This is an optimization exercise on Yosys and OpenROAD, whose aim is small area, not a production implementation. At most, simulation tests tie the RTL to the original design; equivalence was not proved. Power is estimated from default activity; no workload was simulated.

==> flow/design.v (excerpt) <==
module sdio_device_stack (
  input                     sdio_clk,
  input                     sdio_clk_x2,
  input                     rst,
  output                    o_mem_en,
  output          [7:0]     o_func_enable,           
  input           [7:0]     i_func_ready,            
  output          [2:0]     o_func_abort_stb,
  input           [7:0]     i_func_exec_status,
  input           [7:0]     i_func_ready_for_data,
  output                    o_fbr1_csa_en,
  output          [3:0]     o_fbr1_pwr_mode,
  output          [15:0]    o_fbr1_block_size,
  output                    o_fbr2_csa_en,
  output          [3:0]     o_fbr2_pwr_mode,
  output          [15:0]    o_fbr2_block_size,
  output                    o_fbr3_csa_en,
  output          [3:0]     o_fbr3_pwr_mode,
  output          [15:0]    o_fbr3_block_size,
  output                    o_fbr4_csa_en,
  output          [3:0]     o_fbr4_pwr_mode,
  output          [15:0]    o_fbr4_block_size,
  output                    o_fbr5_csa_en,
  output          [3:0]     o_fbr5_pwr_mode,
  output          [15:0]    o_fbr5_block_size,
  output                    o_fbr6_csa_en,
  output          [3:0]     o_fbr6_pwr_mode,
  output          [15:0]    o_fbr6_block_size,
  output                    o_fbr7_csa_en,
  output          [3:0]     o_fbr7_pwr_mode,
  output          [15:0]    o_fbr7_block_size,
  output                    o_func1_wr_stb,
  output          [7:0]     o_func1_wr_data,
  input                     i_func1_rd_stb,
  input           [7:0]     i_func1_rd_data,
  output                    o_func1_hst_rdy,
  input                     i_func1_com_rdy,
  output                    o_func1_activate,
  output                    o_func2_wr_stb,
  output          [7:0]     o_func2_wr_data,
  input                     i_func2_rd_stb,
  input           [7:0]     i_func2_rd_data,
  output                    o_func2_hst_rdy,
  input                     i_func2_com_rdy,
  output                    o_func2_activate,
  ...
Size: ~3200 cells after synthesis, about 420 I/O pins, about 27000 µm² of cells after synthesis.
==> flow/config.mk <==
export PLATFORM = sky130hd
export DESIGN_NAME = sdio_device_stack
export DESIGN_NICKNAME = sdio_device_stack
export VERILOG_FILES = /design/flow/design.v
export SDC_FILE = /design/flow/constraint.sdc
export NUM_CORES = 4
export LEC_CHECK = 0
export CAP_MARGIN = 20
export CORE_MARGIN = 2
export CORE_UTILIZATION = 60
export GPL_ROUTABILITY_DRIVEN = 0
export GPL_TIMING_DRIVEN = 0
export SLEW_MARGIN = 20
==> flow/constraint.sdc <==
create_clock -name core_clock -period 10.0 [get_ports {sdio_clk}]
set_input_delay 2.0000 -clock core_clock [delete_from_list [all_inputs] [get_ports {sdio_clk}]]
set_output_delay 2.0000 -clock core_clock [all_outputs]
set_load 0.01 [all_outputs]
standard.sh (not shown) runs the stock make flow with config.mk's settings and CLKGATE_MAP_FILE= SYNTH_SCRIPT=/design/flow/synth_recipe.tcl, a recipe that flattens the netlist after the stock synthesis.
==> flow/flow/run.sh <==
#!/bin/bash
# The standard ORFS layout (standard.sh, unchanged synthesis), with two
# layout settings changed:
#  - the port buffers that buffer_ports inserts on every input and output are
#    the smallest buffer cell instead of the default clkdlybuf4s50_1;
#  - clock-tree leaf clusters are larger (fewer leaf buffers) and no dummy
#    loads are added for balancing;
#  - tie cells are not split per load: the one constant driver synthesis
#    makes drives all constant-0 outputs.
# The full make output goes to standard_flow.log in the work folder; ORFS
# keeps its per-step logs under orfs/logs.
set -euo pipefail
bash standard.sh \
  "BUFFER_PORTS_ARGS=-buffer_cell sky130_fd_sc_hd__buf_1" \
  "CTS_ARGS=-sink_clustering_enable -repair_clock_nets -sink_clustering_size 25 -sink_clustering_max_diameter 100 -dont_use_dummy_load" \
  "SKIP_REPAIR_TIE_FANOUT=1" \
  "REMOVE_ABC_BUFFERS=1" \
  finish > standard_flow.log 2>&1
The first run produced a clean layout.
Next try:
--- a/flow/flow/run.sh
+++ b/flow/flow/run.sh
@@ -17 +16,0 @@
-  "REMOVE_ABC_BUFFERS=1" \
--- a/flow/config.mk
+++ b/flow/config.mk
@@ -10,3 +10 @@
-export CORE_UTILIZATION = 60
-export GPL_ROUTABILITY_DRIVEN = 0
-export GPL_TIMING_DRIVEN = 0
+export CORE_UTILIZATION = 65
Outcome: Flip-flop and latch count stays the same. Wire length rose by a few percent. First-iteration DRC count went down slightly. Setup slack improved by 730 ps. Synthesized area stays the same. Synthesized cell count is unchanged.
Next try:
--- a/flow/flow/run.sh
+++ b/flow/flow/run.sh
@@ -7,3 +7 @@
-#    loads are added for balancing;
-#  - tie cells are not split per load: the one constant driver synthesis
-#    makes drives all constant-0 outputs.
+#    loads are added for balancing.
@@ -16 +13,0 @@
-  "SKIP_REPAIR_TIE_FANOUT=1" \
--- a/flow/config.mk
+++ b/flow/config.mk
@@ -10 +10 @@
-export CORE_UTILIZATION = 65
+export CORE_UTILIZATION = 60
After rerunning: The changed run produced a clean layout. Non-clock buffer count went up by 1. Register-to-register slack gets better by 360 ps. Worst hold slack gets better by 24 ps. Clock-buffer cell count is unchanged. Sequential share of layout area went down by 0.80 points.
Next try:
--- a/flow/flow/run.sh
+++ b/flow/flow/run.sh
@@ -13 +13 @@
-  "CTS_ARGS=-sink_clustering_enable -repair_clock_nets -sink_clustering_size 25 -sink_clustering_max_diameter 100 -dont_use_dummy_load" \
+  "CTS_ARGS=-sink_clustering_enable -repair_clock_nets -sink_clustering_size 12 -sink_clustering_max_diameter 60 -buf_list {sky130_fd_sc_hd__clkbuf_4 sky130_fd_sc_hd__clkbuf_8} -dont_use_dummy_load" \
Outcome: The new run finished with timing, DRC and antenna clean; die area stays the same; wire length came out higher by 0.55%; sequential share of layout area came out lower by 0.17 points.

---

## run 1
Another version of the RTL of sdio_device_stack (not shown whole).
Size: roughly 4500 cells after synthesis, ~580 flip-flops, roughly 420 I/O pins, ~0.031 mm^2 of cells after synthesis.
// sdio_device_stack
module sdio_device_stack (
  input                     sdio_clk,
  input                     sdio_clk_x2,
  input                     rst,
  output                    o_mem_en,
  output          [7:0]     o_func_enable,           
  input           [7:0]     i_func_ready,            
  output          [2:0]     o_func_abort_stb,
  input           [7:0]     i_func_exec_status,
  input           [7:0]     i_func_ready_for_data,
  output                    o_fbr1_csa_en,
  output          [3:0]     o_fbr1_pwr_mode,
  output          [15:0]    o_fbr1_block_size,
  output                    o_fbr2_csa_en,
  output          [3:0]     o_fbr2_pwr_mode,
  output          [15:0]    o_fbr2_block_size,
  output                    o_fbr3_csa_en,
  output          [3:0]     o_fbr3_pwr_mode,
  output          [15:0]    o_fbr3_block_size,
  output                    o_fbr4_csa_en,
  output          [3:0]     o_fbr4_pwr_mode,
  output          [15:0]    o_fbr4_block_size,
  output                    o_fbr5_csa_en,
  output          [3:0]     o_fbr5_pwr_mode,
  output          [15:0]    o_fbr5_block_size,
  output                    o_fbr6_csa_en,
  output          [3:0]     o_fbr6_pwr_mode,
  output          [15:0]    o_fbr6_block_size,
  output                    o_fbr7_csa_en,
  output          [3:0]     o_fbr7_pwr_mode,
  output          [15:0]    o_fbr7_block_size,
  output                    o_func1_wr_stb,
  output          [7:0]     o_func1_wr_data,
  input                     i_func1_rd_stb,
  input           [7:0]     i_func1_rd_data,
  output                    o_func1_hst_rdy,
  input                     i_func1_com_rdy,
  output                    o_func1_activate,
  output                    o_func2_wr_stb,
  output          [7:0]     o_func2_wr_data,
  input                     i_func2_rd_stb,
  input           [7:0]     i_func2_rd_data,
  output                    o_func2_hst_rdy,
  input                     i_func2_com_rdy,
  ...
Settings: LEC_CHECK=0, ABC_AREA=1, CAP_MARGIN=20, CORE_MARGIN=2, CORE_UTILIZATION=40, SLEW_MARGIN=20; clock period 10.0 ns.
run.sh (not shown) runs the stock make flow with config.mk's settings and CLKGATE_MAP_FILE= SYNTH_SCRIPT=/design/flow/synth_recipe.tcl, a recipe that flattens the netlist after the stock synthesis.
Stock flow here: none of the scripts above is used.
Edits applied to the flow inputs when going from run 1 to run 2:
- ABC_AREA no longer set, was 1
- Run 2 finished every step from synthesis to the final layout, and the layout passed the timing, DRC and antenna checks.
- Uppermost signal routing layer after detailed routing: met4 -> run 1, met5 -> run 2
- Summary: with run 1 as the reference, total via count in the routed design in run 2 moved down by more than 10%.
- Compared with run 1, run 2 shows routed metal-1 wirelength lower by 9.3%.
- Compared with run 1, in run 2 initial DRC count moved down; setup slack decreased by 84 ps relative to the old numbers.
- Run 2 vs run 1: placement row count down in run 2
- Looking at multi-input logic cell count, run 2 sits 13% below run 1.
- Going from run 1 to run 2, slew at the pin with the worst max-slew slack saw an increase, power saw a decrease, cell area saw a decrease.
- Run 2 ended up with a lower number of cells in the finished layout apart from fillers than run 1 did.
What run 3 does differently from run 2 at the input level:
- CTS_BUF_LIST: unset -> sky130_fd_sc_hd__clkbuf_4 sky130_fd_sc_hd__clkbuf_8
Results
- The power of the combinational group of run 3 and that of run 2 are within noise of each other.
- The total number of clock tree sinks of run 3 and that of run 2 are within noise of each other.
- Total wire length after detailed routing across run 3 and run 2: no real change.
- On sequential portion of the cell area, run 2 tracks run 3 almost exactly.
- Summary — reported leakage power, run 3 relative to run 2: higher, by 0.69%.
- Synthesis-to-finish area growth on run 3 is down relative to run 2.
- Between run 3 and run 2, the core utilization figures differ only marginally.
- From run 2 to run 3 the numbers moved as follows: portion of total power attributed to the clock network dropped 1.8 points; pre-CTS setup slack barely changed; global-route track usage on met2 climbed 0.42 points.
- Sort run 3 and run 2 by minimum period implied by the final worst setup slack, descending, and run 3 comes first.
Function was not checked in any run of this note: the RTL went through the layout flow alone.

---

== alpha ==
RTL: one of the versions met above, not the one the previous note started from.
Size in the first run: roughly 420 I/O pins, roughly 0.027 mm^2 of cells after synthesis.
clock: 10.0 ns
lec_check: 0
cap_margin: 20
core_margin: 2
core_utilization: 60
slew_margin: 20
standard.sh (not shown) runs the stock make flow with config.mk's settings and CLKGATE_MAP_FILE= SYNTH_SCRIPT=/design/flow/synth_recipe.tcl, a recipe that flattens the netlist after the stock synthesis.
==> flow/flow/run.sh <==
#!/bin/bash
# The standard ORFS layout (standard.sh, unchanged synthesis), with two
# layout settings changed:
#  - the port buffers that buffer_ports inserts on every input and output are
#    the smallest buffer cell instead of the default clkdlybuf4s50_1;
#  - clock-tree leaf clusters are larger (fewer leaf buffers) and no dummy
#    loads are added for balancing.
# The full make output goes to standard_flow.log in the work folder; ORFS
# keeps its per-step logs under orfs/logs.
set -euo pipefail
bash standard.sh \
  "BUFFER_PORTS_ARGS=-buffer_cell sky130_fd_sc_hd__buf_1" \
  "CTS_ARGS=-sink_clustering_enable -repair_clock_nets -sink_clustering_size 25 -sink_clustering_max_diameter 100 -dont_use_dummy_load" \
  "SKIP_REPAIR_TIE_FANOUT=1" \
  finish > standard_flow.log 2>&1
alpha | status: complete | timing, DRC, antenna: pass
#### Input delta (beta over alpha)
diff --git a/flow/flow/run.sh b/flow/flow/run.sh
--- a/flow/flow/run.sh
+++ b/flow/flow/run.sh
@@ -7 +7,3 @@
-#    loads are added for balancing.
+#    loads are added for balancing;
+#  - tie cells are not split per load: the one constant driver synthesis
+#    makes drives all constant-0 outputs.
Notes after the runs:
Summary of beta over alpha: number of distinct library cell variants in the gate-level netlist after synthesis level, worst setup margin neither gained nor lost much. Re setup-violating endpoint count in the final report: no difference whatsoever between alpha and beta. Re share of the synthesized area in compound gates (AO/OA/AOI/OAI): no difference whatsoever between beta and alpha. Looking at alpha and beta, the delay of the slowest critical-path stage is a wash. There was hardly any difference in minimum hold slack between beta and alpha.
For gamma, these inputs were changed with respect to beta:
- GPL_TIMING_DRIVEN newly set to 0
diff --git a/flow/flow/run.sh b/flow/flow/run.sh
--- a/flow/flow/run.sh
+++ b/flow/flow/run.sh
@@ -16,0 +17 @@
+  "REMOVE_ABC_BUFFERS=1" \
==> comparison <==
Looking at worst hold margin across gamma and beta, the one that comes out lower is gamma.
The run showing the smaller internal power component is gamma.
The higher total CTS buffers came out of beta.
Between beta and gamma, the count of unresolved DRC violations after routing does not differ in any meaningful way.
Compared with beta, gamma shows a lower fraction of met2 tracks used by global routing.
Changes observed in gamma relative to beta: placer congestion estimate now sits lower; wire length lost 4.2%; cell area has increased.
Clock group share of total power: gamma vs beta down 0.5 points
The inputs of delta differ from those of gamma as listed below.
- GPL_TIMING_DRIVEN: 0 -> unset
==> flow/run.sh (new file) <==
#!/bin/bash
# synth_recipe.tcl (not shown) runs the flow's synth.tcl, then flattens the netlist and writes it again
# the make line also repeats each setting of config.mk as NAME=value (left out here)
make -C /OpenROAD-flow-scripts/flow DESIGN_CONFIG=/design/flow/config.mk WORK_HOME=/design/flow/orfs CLKGATE_MAP_FILE= SYNTH_SCRIPT=/design/flow/synth_recipe.tcl finish
removed: flow/flow/run.sh
removed: flow/standard.sh
[summary]
- Compared with gamma, in delta clock period minus worst slack has increased, total wire length after detailed routing has increased, aggregate global-route resource usage has increased, area of all sequential standard cells has remained practically unchanged, power has increased.
- delta reports its standard cell with the maximum stage delay on the critical path as sky130_fd_sc_hd__nand2_1 while gamma reports sky130_fd_sc_hd__nand4_1.
- Result: PASS for each of delta and gamma

==> static timing again, ports no longer ideal <==
The results above use ideal ports. As a check the final layouts listed here were re-extracted and re-timed, cells and wires unchanged. Step 1: set_driving_cell puts a clkbuf_16 on sdio_clk and a buf_2 on each other input, an assumption about the parent block. Step 2 moves the port delays by t, midway between the first and last clock arrival at a register: inputs arrive t later, outputs are due t later. That takes back most of the time a late clock gives input paths. Slacks: ideal / step 1 / step 2; pairs: ideal / step 1.
run	t, ns	setup WS [ns]	worst setup path after step 2
the first run of note 1	0.619	3.470 / 3.441 / 3.441	input to output
the second run of note 1	0.628	4.195 / 4.147 / 4.147	input to output
the third run of note 1	0.630	3.572 / 3.548 / 3.548	input to output
the fourth run of note 1	0.701	3.538 / 3.514 / 3.514	input to output
run 1	0.674	3.563 / 3.510 / 3.510	input to output
run 2	0.664	3.479 / 3.436 / 3.436	input to output
run 3	0.768	3.452 / 3.409 / 3.409	input to output
alpha	0.633	3.487 / 3.443 / 3.443	input to output
beta	0.633	3.487 / 3.443 / 3.443	input to output
gamma	0.622	3.684 / 3.661 / 3.661	input to output
delta	0.656	3.669 / 3.632 / 3.632	input to output
After both steps setup and hold are still met in every run listed. For run 1, which loses most, drivers alone change the setup slack by -0.053 ns; drivers and shift together by -0.053 ns.
